Source: an optimization exercise on an open RTL-to-GDS flow (aim: small area, a short achievable clock period and few clock cycles). Production flows keep margins and buffers that such runs may drop.
The RTL was checked by simulation tests, not by an equivalence proof against the original design.
No activity file was given, so power comes from the tool's default toggle rates.

==> run a <==
## multiplier
module multiplier ( input  wire clk, start, is_signed,
                    input  wire [31:0] a, b,
                    output wire [63:0] s,
                    output reg  done
                   );
export LEC_CHECK = 0
export CAP_MARGIN = 20
export CORE_MARGIN = 2
export CORE_UTILIZATION = 50
export SETUP_SLACK_MARGIN = 3.3
export SLEW_MARGIN = 20
export SYNTH_HIERARCHICAL = 1
create_clock -name core_clock -period 6.0 [get_ports {clk}]
standard.sh (not shown) runs the stock make flow with config.mk's settings and CLKGATE_MAP_FILE= SYNTH_SCRIPT=/design/flow/synth_recipe.tcl, a recipe that flattens the netlist after the stock synthesis.
==> flow/flow/run.sh <==
#!/bin/bash
# The standard layout, with faster port buffers (buf_1 instead of the
# default delay-cell buffer) so register-to-port paths are not limited by them.
set -euo pipefail
bash standard.sh "BUFFER_PORTS_ARGS=-buffer_cell sky130_fd_sc_hd__buf_1" finish > standard_flow.log 2>&1
==> run b (differences from run a) <==
==> flow/flow/run.sh (replaced) <==
#!/bin/bash
# The standard layout, with faster port buffers (buf_2 instead of the
# default delay-cell buffer) so register-to-port paths are not limited by them.
set -euo pipefail
bash standard.sh "BUFFER_PORTS_ARGS=-buffer_cell sky130_fd_sc_hd__buf_2" finish > standard_flow.log 2>&1
- CORE_UTILIZATION: 50 -> 45
==> run c (differences from run a) <==
==> flow/flow/run.sh (replaced) <==
#!/bin/bash
# The standard layout, with faster port buffers (buf_2 instead of the
# default delay-cell buffer) so register-to-port paths are not limited by them.
set -euo pipefail
bash standard.sh "BUFFER_PORTS_ARGS=-buffer_cell sky130_fd_sc_hd__buf_2" finish > standard_flow.log 2>&1
==> run d (differences from run a) <==
==> flow/flow/run.sh (replaced) <==
#!/bin/bash
# The standard layout, with faster port buffers (buf_2 instead of the
# default delay-cell buffer) so register-to-port paths are not limited by them.
set -euo pipefail
bash standard.sh "BUFFER_PORTS_ARGS=-buffer_cell sky130_fd_sc_hd__buf_2" finish > standard_flow.log 2>&1
- SETUP_SLACK_MARGIN: 3.3 -> 3.5
==> results.txt <==
capture point of the critical path sr[27]; reg2reg setup slack 3.38 ns; status timing/DRC/antenna clean; FF-to-FF path depth 8; Starting DRT DRC Count 608; Rows 69; clk slew on worst S/H paths 0.09 ns; DIE HEIGHT 194 um; Tot Pwr 12.7 mW
That was run b.
==> results.txt <==
reg2reg setup slack 3.38 ns; reg2reg end sr[23]; DIE HEIGHT 184 um; Nets 1867; FF-to-FF path depth 7; Rows 66; status timing/DRC/antenna clean; Starting DRT DRC Count 632; multi-input logic area 0.0112 mm2; worst vdd ir 0.000288 V; clk slew on worst S/H paths 0.08 ns; met1 usage in global routing 31.9%; nonclk buf count 195
That was run a.
==> results.txt <==
Starting DRT DRC Count 588; clk slew on worst S/H paths 0.08 ns; DIE HEIGHT 184 um; capture point of the critical path sr[20]; Tot Pwr 13.3 mW; Rows 66; FF-to-FF path depth 7; Hold Vio Cnt, Final 0; status timing/DRC/antenna clean
That was run d.
==> results.txt <==
status timing/DRC/antenna clean; Seq. cell area 0.00501 mm2; met2 Resource Use GR 42.9%; Starting DRT DRC Count 706; max incr delay on CP 0.54 ns; design area 0.0187 mm2; Tot Pwr 12.8 mW; busiest grt layer met2; capture point of the critical path sr[22]; FF-to-FF path depth 7; dominant power group combinational cells; Rows 66; top sig layer met4
That was run c.
Testbench counts of run a, summed over its fixed seeds: cycles 9,600.
Testbench counts of run b, summed over its fixed seeds: cycles 9,600.
Testbench counts of run c, summed over its fixed seeds: cycles 9,600.
Testbench counts of run d, summed over its fixed seeds: cycles 9,600.


==> inputs of run B <==
Another version of the RTL of multiplier (not shown whole).
export LEC_CHECK = 0
export CAP_MARGIN = 20
export CORE_MARGIN = 2
export CORE_UTILIZATION = 45
export SETUP_SLACK_MARGIN = 3.3
export SLEW_MARGIN = 20
export SYNTH_HIERARCHICAL = 1
create_clock -name core_clock -period 6.0 [get_ports {clk}]
==> flow/flow/run.sh <==
#!/bin/bash
# The standard layout, with faster port buffers (buf_2 instead of the
# default delay-cell buffer) so register-to-port paths are not limited by them.
set -euo pipefail
bash standard.sh "BUFFER_PORTS_ARGS=-buffer_cell sky130_fd_sc_hd__buf_2" finish > standard_flow.log 2>&1
==> run Z: changes against run B <==
--- a/flow/design.v
+++ b/flow/design.v
@@ -385,57 +385,57 @@
   wire cf367 = ~pp330;
   wire _w1, _w2;
   FA u368 (sq1, en[0], cq2, _w1, _w2);
   wire _w3, _w4;
   FA u369 (pp70, cq4, sq3, _w3, _w4);
   wire _w5, _w6;
   FA u370 (sq5, en[1], cq6, _w5, _w6);
   wire _w7, _w8;
-  FX u371 (pp135, pp72, _w5, _w7, _w8);
+  FA u371 (_w5, pp135, pp72, _w7, _w8);
   wire _w9, _w10;
   FA u372 (pp136, cq8, sq7, _w9, _w10);
   wire _w11, _w12;
-  FX u373 (pp74, _w6, _w9, _w11, _w12);
+  FA u373 (_w9, pp74, _w6, _w11, _w12);
   wire _w13, _w14;
   FA u374 (sq9, en[2], cq10, _w13, _w14);
   wire _w15, _w16;
   FA u375 (pp76, pp138, pp201, _w15, _w16);
   wire _w17, _w18;
-  FX u376 (_w10, _w13, _w15, _w17, _w18);
+  FA u376 (_w15, _w10, _w13, _w17, _w18);
   wire _w19, _w20;
   FA u377 (pp140, cq12, sq11, _w19, _w20);
   wire _w21, _w22;
   FX u378 (pp202, pp78, _w14, _w21, _w22);
   wire _w23, _w24;
-  FX u379 (_w16, _w21, _w19, _w23, _w24);
+  FA u379 (_w19, _w16, _w21, _w23, _w24);
   wire _w25, _w26;
-  FX u380 (en[3], cq14, sq13, _w25, _w26);
+  FA u380 (sq13, en[3], cq14, _w25, _w26);
   wire _w27, _w28;
   FX u381 (pp142, pp204, pp267, _w27, _w28);
   wire _w29, _w30;
-  FX u382 (pp80, _w25, _w20, _w29, _w30);
+  FX u382 (pp80, _w20, _w25, _w29, _w30);
   wire _w31, _w32;
-  FX u383 (_w27, _w29, _w22, _w31, _w32);
+  FX u383 (_w27, _w22, _w29, _w31, _w32);
   wire _w33, _w34;
   FX u384 (cq16, sq15, pp144, _w33, _w34);
   wire _w35, _w36;
   FA u385 (pp82, pp206, pp268, _w35, _w36);
   wire _w37, _w38;
-  FX u386 (_w26, _w33, _w28, _w37, _w38);
+  FX u386 (_w33, _w28, _w26, _w37, _w38);
   wire _w39, _w40;
-  FX u387 (_w37, _w35, _w30, _w39, _w40);
+  FX u387 (_w35, _w37, _w30, _w39, _w40);
   wire _w41, _w42;
   FX u388 (cq18, sq17, pp146, _w41, _w42);
   wire _w43, _w44;
   FA u389 (pp84, pp208, pp270, _w43, _w44);
   wire _w45, _w46;
   FX u390 (pc333, _w41, _w34, _w45, _w46);
   wire _w47, _w48;
-  FX u391 (_w36, _w38, _w43, _w47, _w48);
+  FX u391 (_w36, _w43, _w38, _w47, _w48);
   wire _w49, _w50;
   HX u392 (_w45, _w47, _w49, _w50);
   wire _w51, _w52;
   FX u393 (cq20, sq19, pp148, _w51, _w52);
   wire _w53, _w54;
   FX u394 (pp210, pp272, pp86, _w53, _w54);
   wire _w55, _w56;
   FX u395 (pc334, _w51, _w42, _w55, _w56);
@@ -451,277 +451,277 @@
   FX u400 (pc335, _w61, _w52, _w65, _w66);
   wire _w67, _w68;
   FX u401 (_w54, _w56, _w63, _w67, _w68);
   wire _w69, _w70;
   FX u402 (_w65, _w58, _w67, _w69, _w70);
   wire _w71, _w72;
   FX u403 (cq24, sq23, pp152, _w71, _w72);
   wire _w73, _w74;
-  FX u404 (pp214, pp276, pp90, _w73, _w74);
+  FA u404 (pp90, pp214, pp276, _w73, _w74);
   wire _w75, _w76;
   FX u405 (pc336, _w71, _w62, _w75, _w76);
   wire _w77, _w78;
-  FX u406 (_w73, _w64, _w66, _w77, _w78);
+  FX u406 (_w64, _w66, _w73, _w77, _w78);
   wire _w79, _w80;
-  FX u407 (_w75, _w77, _w68, _w79, _w80);
+  FX u407 (_w75, _w68, _w77, _w79, _w80);
   wire _w81, _w82;
   FX u408 (cq26, sq25, pp154, _w81, _w82);
   wire _w83, _w84;
   FA u409 (pp92, pp216, pp278, _w83, _w84);
   wire _w85, _w86;
   FX u410 (pc337, _w81, _w72, _w85, _w86);
   wire _w87, _w88;
   FX u411 (_w74, _w76, _w83, _w87, _w88);
   wire _w89, _w90;
   FX u412 (_w85, _w78, _w87, _w89, _w90);
   wire _w91, _w92;
   FX u413 (cq28, sq27, pp156, _w91, _w92);
   wire _w93, _w94;
-  FX u414 (pp218, pp280, pp94, _w93, _w94);
+  FA u414 (pp94, pp218, pp280, _w93, _w94);
   wire _w95, _w96;
   FX u415 (pc338, _w91, _w82, _w95, _w96);
   wire _w97, _w98;
-  FX u416 (_w93, _w84, _w86, _w97, _w98);
+  FX u416 (_w84, _w86, _w93, _w97, _w98);
   wire _w99, _w100;
-  FX u417 (_w95, _w97, _w88, _w99, _w100);
+  FX u417 (_w95, _w88, _w97, _w99, _w100);
   wire _w101, _w102;
   FX u418 (cq30, sq29, pp158, _w101, _w102);
   wire _w103, _w104;
   FA u419 (pp96, pp220, pp282, _w103, _w104);
   wire _w105, _w106;
   FX u420 (pc339, _w101, _w92, _w105, _w106);
   wire _w107, _w108;
   FX u421 (_w94, _w96, _w103, _w107, _w108);
   wire _w109, _w110;
   FX u422 (_w105, _w98, _w107, _w109, _w110);
   wire _w111, _w112;
   FX u423 (cq32, sq31, pp160, _w111, _w112);
   wire _w113, _w114;
-  FX u424 (pp222, pp284, pp98, _w113, _w114);
+  FA u424 (pp98, pp222, pp284, _w113, _w114);
   wire _w115, _w116;
   FX u425 (pc340, _w111, _w102, _w115, _w116);
   wire _w117, _w118;
-  FX u426 (_w113, _w104, _w106, _w117, _w118);
+  FX u426 (_w104, _w106, _w113, _w117, _w118);
   wire _w119, _w120;
-  FX u427 (_w115, _w117, _w108, _w119, _w120);
+  FX u427 (_w115, _w108, _w117, _w119, _w120);
   wire _w121, _w122;
   FX u428 (cq34, sq33, pp100, _w121, _w122);
   wire _w123, _w124;
   FA u429 (pp286, pp162, pp224, _w123, _w124);
   wire _w125, _w126;
   FX u430 (pc341, _w121, _w112, _w125, _w126);
   wire _w127, _w128;
   FX u431 (_w114, _w116, _w123, _w127, _w128);
   wire _w129, _w130;
   FX u432 (_w125, _w118, _w127, _w129, _w130);
   wire _w131, _w132;
   FX u433 (cq36, sq35, pp102, _w131, _w132);
   wire _w133, _w134;
-  FX u434 (pp164, pp226, pp288, _w133, _w134);
+  FA u434 (pp288, pp164, pp226, _w133, _w134);
   wire _w135, _w136;
   FX u435 (pc342, _w131, _w122, _w135, _w136);
   wire _w137, _w138;
-  FX u436 (_w133, _w124, _w126, _w137, _w138);
+  FX u436 (_w124, _w126, _w133, _w137, _w138);
   wire _w139, _w140;
-  FX u437 (_w135, _w137, _w128, _w139, _w140);
+  FX u437 (_w135, _w128, _w137, _w139, _w140);
   wire _w141, _w142;
   FX u438 (cq38, sq37, pp104, _w141, _w142);
   wire _w143, _w144;
   FA u439 (pp290, pp166, pp228, _w143, _w144);
   wire _w145, _w146;
   FX u440 (pc343, _w141, _w132, _w145, _w146);
   wire _w147, _w148;
   FX u441 (_w134, _w136, _w143, _w147, _w148);
   wire _w149, _w150;
   FX u442 (_w145, _w138, _w147, _w149, _w150);
   wire _w151, _w152;
   FX u443 (cq40, sq39, pp106, _w151, _w152);
   wire _w153, _w154;
-  FX u444 (pp168, pp230, pp292, _w153, _w154);
+  FA u444 (pp292, pp168, pp230, _w153, _w154);
   wire _w155, _w156;
   FX u445 (pc344, _w151, _w142, _w155, _w156);
   wire _w157, _w158;
-  FX u446 (_w153, _w144, _w146, _w157, _w158);
+  FX u446 (_w144, _w146, _w153, _w157, _w158);
   wire _w159, _w160;
-  FX u447 (_w155, _w157, _w148, _w159, _w160);
+  FX u447 (_w155, _w148, _w157, _w159, _w160);
   wire _w161, _w162;
   FX u448 (cq42, sq41, pp108, _w161, _w162);
   wire _w163, _w164;
   FA u449 (pp294, pp170, pp232, _w163, _w164);
   wire _w165, _w166;
   FX u450 (pc345, _w161, _w152, _w165, _w166);
   wire _w167, _w168;
   FX u451 (_w154, _w156, _w163, _w167, _w168);
   wire _w169, _w170;
   FX u452 (_w165, _w158, _w167, _w169, _w170);
   wire _w171, _w172;
   FX u453 (cq44, sq43, pp110, _w171, _w172);
   wire _w173, _w174;
-  FX u454 (pp172, pp234, pp296, _w173, _w174);
+  FA u454 (pp296, pp172, pp234, _w173, _w174);
   wire _w175, _w176;
   FX u455 (pc346, _w171, _w162, _w175, _w176);
   wire _w177, _w178;
-  FX u456 (_w173, _w164, _w166, _w177, _w178);
+  FX u456 (_w164, _w166, _w173, _w177, _w178);
   wire _w179, _w180;
-  FX u457 (_w175, _w177, _w168, _w179, _w180);
+  FX u457 (_w175, _w168, _w177, _w179, _w180);
   wire _w181, _w182;
   FX u458 (cq46, sq45, pp112, _w181, _w182);
   wire _w183, _w184;
   FA u459 (pp298, pp174, pp236, _w183, _w184);
   wire _w185, _w186;
   FX u460 (pc347, _w181, _w172, _w185, _w186);
   wire _w187, _w188;
   FX u461 (_w174, _w176, _w183, _w187, _w188);
   wire _w189, _w190;
   FX u462 (_w185, _w178, _w187, _w189, _w190);
   wire _w191, _w192;
   FX u463 (cq48, sq47, pp114, _w191, _w192);
   wire _w193, _w194;
-  FX u464 (pp176, pp238, pp300, _w193, _w194);
+  FA u464 (pp300, pp176, pp238, _w193, _w194);
   wire _w195, _w196;
   FX u465 (pc348, _w191, _w182, _w195, _w196);
   wire _w197, _w198;
-  FX u466 (_w193, _w184, _w186, _w197, _w198);
+  FX u466 (_w184, _w186, _w193, _w197, _w198);
   wire _w199, _w200;
-  FX u467 (_w195, _w197, _w188, _w199, _w200);
+  FX u467 (_w195, _w188, _w197, _w199, _w200);
   wire _w201, _w202;
   FX u468 (cq50, sq49, pp116, _w201, _w202);
   wire _w203, _w204;
   FA u469 (pp302, pp178, pp240, _w203, _w204);
   wire _w205, _w206;
   FX u470 (pc349, _w201, _w192, _w205, _w206);
   wire _w207, _w208;
   FX u471 (_w194, _w196, _w203, _w207, _w208);
   wire _w209, _w210;
   FX u472 (_w205, _w198, _w207, _w209, _w210);
   wire _w211, _w212;
   FX u473 (cq52, sq51, pp118, _w211, _w212);
   wire _w213, _w214;
-  FX u474 (pp180, pp242, pp304, _w213, _w214);
+  FA u474 (pp304, pp180, pp242, _w213, _w214);
   wire _w215, _w216;
   FX u475 (pc350, _w211, _w202, _w215, _w216);
   wire _w217, _w218;
-  FX u476 (_w213, _w204, _w206, _w217, _w218);
+  FX u476 (_w204, _w206, _w213, _w217, _w218);
   wire _w219, _w220;
-  FX u477 (_w215, _w217, _w208, _w219, _w220);
+  FX u477 (_w215, _w208, _w217, _w219, _w220);
   wire _w221, _w222;
   FX u478 (cq54, sq53, pp120, _w221, _w222);
   wire _w223, _w224;
   FA u479 (pp306, pp182, pp244, _w223, _w224);
   wire _w225, _w226;
   FX u480 (pc351, _w221, _w212, _w225, _w226);
   wire _w227, _w228;
   FX u481 (_w214, _w216, _w223, _w227, _w228);
   wire _w229, _w230;
   FX u482 (_w225, _w218, _w227, _w229, _w230);
   wire _w231, _w232;
   FX u483 (cq56, sq55, pp122, _w231, _w232);
   wire _w233, _w234;
-  FX u484 (pp184, pp246, pp308, _w233, _w234);
+  FA u484 (pp308, pp184, pp246, _w233, _w234);
   wire _w235, _w236;
   FX u485 (pc352, _w231, _w222, _w235, _w236);
   wire _w237, _w238;
-  FX u486 (_w233, _w224, _w226, _w237, _w238);
+  FX u486 (_w224, _w226, _w233, _w237, _w238);
   wire _w239, _w240;
-  FX u487 (_w235, _w237, _w228, _w239, _w240);
+  FX u487 (_w235, _w228, _w237, _w239, _w240);
   wire _w241, _w242;
   FX u488 (cq58, sq57, pp124, _w241, _w242);
   wire _w243, _w244;
   FA u489 (pp310, pp186, pp248, _w243, _w244);
   wire _w245, _w246;
   FX u490 (pc353, _w241, _w232, _w245, _w246);
   wire _w247, _w248;
   FX u491 (_w234, _w236, _w243, _w247, _w248);
   wire _w249, _w250;
   FX u492 (_w245, _w238, _w247, _w249, _w250);
   wire _w251, _w252;
   FX u493 (cq60, sq59, pp126, _w251, _w252);
   wire _w253, _w254;
-  FX u494 (pp188, pp250, pp312, _w253, _w254);
+  FA u494 (pp312, pp188, pp250, _w253, _w254);
   wire _w255, _w256;
   FX u495 (pc354, _w251, _w242, _w255, _w256);
   wire _w257, _w258;
-  FX u496 (_w253, _w244, _w246, _w257, _w258);
+  FX u496 (_w244, _w246, _w253, _w257, _w258);
   wire _w259, _w260;
-  FX u497 (_w255, _w257, _w248, _w259, _w260);
+  FX u497 (_w255, _w248, _w257, _w259, _w260);
   wire _w261, _w262;
   FX u498 (cq62, sq61, pp128, _w261, _w262);
   wire _w263, _w264;
   FA u499 (pp314, pp190, pp252, _w263, _w264);
   wire _w265, _w266;
   FX u500 (pc355, _w261, _w252, _w265, _w266);
   wire _w267, _w268;
   FX u501 (_w254, _w256, _w263, _w267, _w268);
   wire _w269, _w270;
   FX u502 (_w265, _w258, _w267, _w269, _w270);
   wire _w271, _w272;
   FX u503 (cq64, sq63, pp130, _w271, _w272);
   wire _w273, _w274;
-  FX u504 (pp192, pp254, pp316, _w273, _w274);
+  FA u504 (pp316, pp192, pp254, _w273, _w274);
   wire _w275, _w276;
-  FX u505 (pc356, _w271, _w262, _w275, _w276);
+  FA u505 (_w262, pc356, _w271, _w275, _w276);
   wire _w277, _w278;
-  FX u506 (_w273, _w264, _w266, _w277, _w278);
+  FX u506 (_w264, _w266, _w273, _w277, _w278);
   wire _w279, _w280;
-  FX u507 (_w275, _w277, _w268, _w279, _w280);
+  FX u507 (_w275, _w268, _w277, _w279, _w280);
   wire _w281, _w282;
   FX u508 (cq66, sq65, pp132, _w281, _w282);
   wire _w283, _w284;
   FX u509 (pp194, pp256, pp318, _w283, _w284);
   wire _w285, _w286;
   FX u510 (pc357, _w281, _w272, _w285, _w286);
   wire _w287, _w288;
-  FX u511 (_w274, _w283, _w276, _w287, _w288);
+  FX u511 (_w283, _w274, _w276, _w287, _w288);
   wire _w289, _w290;
-  FX u512 (_w285, _w287, _w278, _w289, _w290);
+  FX u512 (_w285, _w278, _w287, _w289, _w290);
   wire _w291, _w292;
   FX u513 (f0, cq68, sq67, _w291, _w292);
   wire _w293, _w294;
   FX u514 (pp196, pp258, pp320, _w293, _w294);
   wire _w295, _w296;
   FX u515 (sg134, pc358, _w291, _w295, _w296);
   wire _w297, _w298;
   FX u516 (_w282, _w284, _w293, _w297, _w298);
   wire _w299, _w300;
   FX u517 (_w295, _w286, _w297, _w299, _w300);
   wire _w301, _w302;
-  HX u518 (_w288, _w299, _w301, _w302);
+  HX u518 (_w299, _w288, _w301, _w302);
   wire _w303, _w304;
-  FX u519 (cf365, pp260, pp322, _w303, _w304);
+  FA u519 (pp322, cf365, pp260, _w303, _w304);
   wire _w305, _w306;
   FX u520 (pc359, _w292, _w294, _w305, _w306);
   wire _w307, _w308;
-  FX u521 (_w303, _w296, _w305, _w307, _w308);
+  FX u521 (_w296, _w305, _w303, _w307, _w308);
   wire _w309, _w310;
   FX u522 (_w298, _w307, _w300, _w309, _w310);
   wire _w311, _w312;
   FA u523 (pp324, pp198, pp262, _w311, _w312);
   wire _w313, _w314;
   FX u524 (sg200, pc360, _w304, _w313, _w314);
   wire _w315, _w316;
-  FX u525 (_w313, _w306, _w311, _w315, _w316);
+  FX u525 (_w306, _w311, _w313, _w315, _w316);
   wire _w317, _w318;
   HX u526 (_w308, _w315, _w317, _w318);
   wire _w319, _w320;
   FA u527 (pc361, cf366, pp326, _w319, _w320);
   wire _w321, _w322;
-  FX u528 (_w312, _w314, _w319, _w321, _w322);
+  FX u528 (_w312, _w319, _w314, _w321, _w322);
   wire _w323, _w324;
-  HX u529 (_w321, _w316, _w323, _w324);
+  HX u529 (_w316, _w321, _w323, _w324);
   wire _w325, _w326;
   FA u530 (sg266, pp264, pp328, _w325, _w326);
   wire _w327, _w328;
   FX u531 (pc362, _w320, _w325, _w327, _w328);
   wire _w329, _w330;
   HX u532 (_w327, _w322, _w329, _w330);
   wire _w331, _w332;
-  FX u533 (cf367, pc363, _w326, _w331, _w332);
+  FA u533 (_w326, cf367, pc363, _w331, _w332);
   wire _w333, _w334;
-  HX u534 (_w331, _w328, _w333, _w334);
+  HX u534 (_w328, _w331, _w333, _w334);
   wire _w335, _w336;
   FA u535 (pc364, pp330, sg332, _w335, _w336);
   wire _w337, _w338;
   HX u536 (_w335, _w332, _w337, _w338);
   wire _w339, _w340;
   HX u537 (1'b1, _w336, _w339, _w340);
   wire [41:0] tx = {_w340, _w338, _w334, _w330, _w324, _w318, _w310, _w302, _w290, _w280, _w270, _w260, _w250, _w240, _w230, _w220, _w210, _w200, _w190, _w180, _w170, _w160, _w150, _w140, _w130, _w120, _w110, _w100, _w90, _w80, _w70, _w60, _w50, _w40, _w32, _w24, _w18, _w12, _w8, _w4, _w2, pp69};
   wire [41:0] ty = {1'b0, _w339, _w337, _w333, _w329, _w323, _w317, _w309, _w301, _w289, _w279, _w269, _w259, _w249, _w239, _w229, _w219, _w209, _w199, _w189, _w179, _w169, _w159, _w149, _w139, _w129, _w119, _w109, _w99, _w89, _w79, _w69, _w59, _w49, _w39, _w31, _w23, _w17, _w11, _w7, _w3, _w1};
==> flow/config.mk (replaced) <==
export PLATFORM = sky130hd
export DESIGN_NAME = multiplier
export DESIGN_NICKNAME = multiplier
export VERILOG_FILES = /design/flow/design.v
export SDC_FILE = /design/flow/constraint.sdc
export NUM_CORES = 4
export LEC_CHECK = 0
export CAP_MARGIN = 20
export CORE_MARGIN = 2
export CORE_UTILIZATION = 45
export SETUP_SLACK_MARGIN = 3.5
export SLEW_MARGIN = 20
export SYNTH_HIERARCHICAL = 1
==> summary of the runs <==
Against run Z, the global-route usage of run B is lower by 0.87 points. In run Z the final cell count is larger than in run B, by about 2.4%. Between run Z and run B, the lower first-iteration DRC count is in run B (gap about 6%, measured against run B). Between run B and run Z, the lower maximum frequency is in run B (gap 3.8%, measured against run Z). Synthesized cell count: run Z is smaller than run B (2.5%). In run Z the clock power is lower than in run B, by about 3%. Of run B and run Z, run Z has the higher non-clock buffer count (gap 94).
Testbench counts of run B, summed over its fixed seeds: cycles 9,600.
Testbench counts of run Z, summed over its fixed seeds: cycles 9,600.

port drivers added, routing unchanged:
The results above use ideal ports. As a check the final layouts listed here were re-extracted and re-timed, cells and wires unchanged.
Step 1 sets driving cells, clkbuf_16 on the clock port and buf_2 on the other inputs (assumed; they add their load-dependent delay and slew).
Step 2 also shifts input and output timing later by t, the mid clock arrival at the registers, as if the neighbouring blocks saw the same clock.
Three values: ideal ports, drivers, drivers and shift; two values: the first two.
run	shift t [ns]	setup WS [ns]	worst hold slack (ns)
run a of note 1	0.522	3.377 / 3.377 / 3.144	0.537 / 0.537 / 0.537
run b of note 1	0.518	3.381 / 3.381 / 3.133	0.506 / 0.506 / 0.506
run c of note 1	0.512	3.382 / 3.382 / 2.984	0.548 / 0.548 / 0.548
run d of note 1	0.516	3.382 / 3.382 / 3.133	0.532 / 0.532 / 0.532
run B of note 2	0.506	3.379 / 3.379 / 3.098	0.555 / 0.555 / 0.555
run Z of note 2	0.517	3.480 / 3.480 / 3.159	0.538 / 0.538 / 0.538
After both steps setup and hold are still met in every run listed. The setup slack of run c of note 1, which loses most, moves by 0.000 ns with the drivers and by -0.398 ns with both steps.
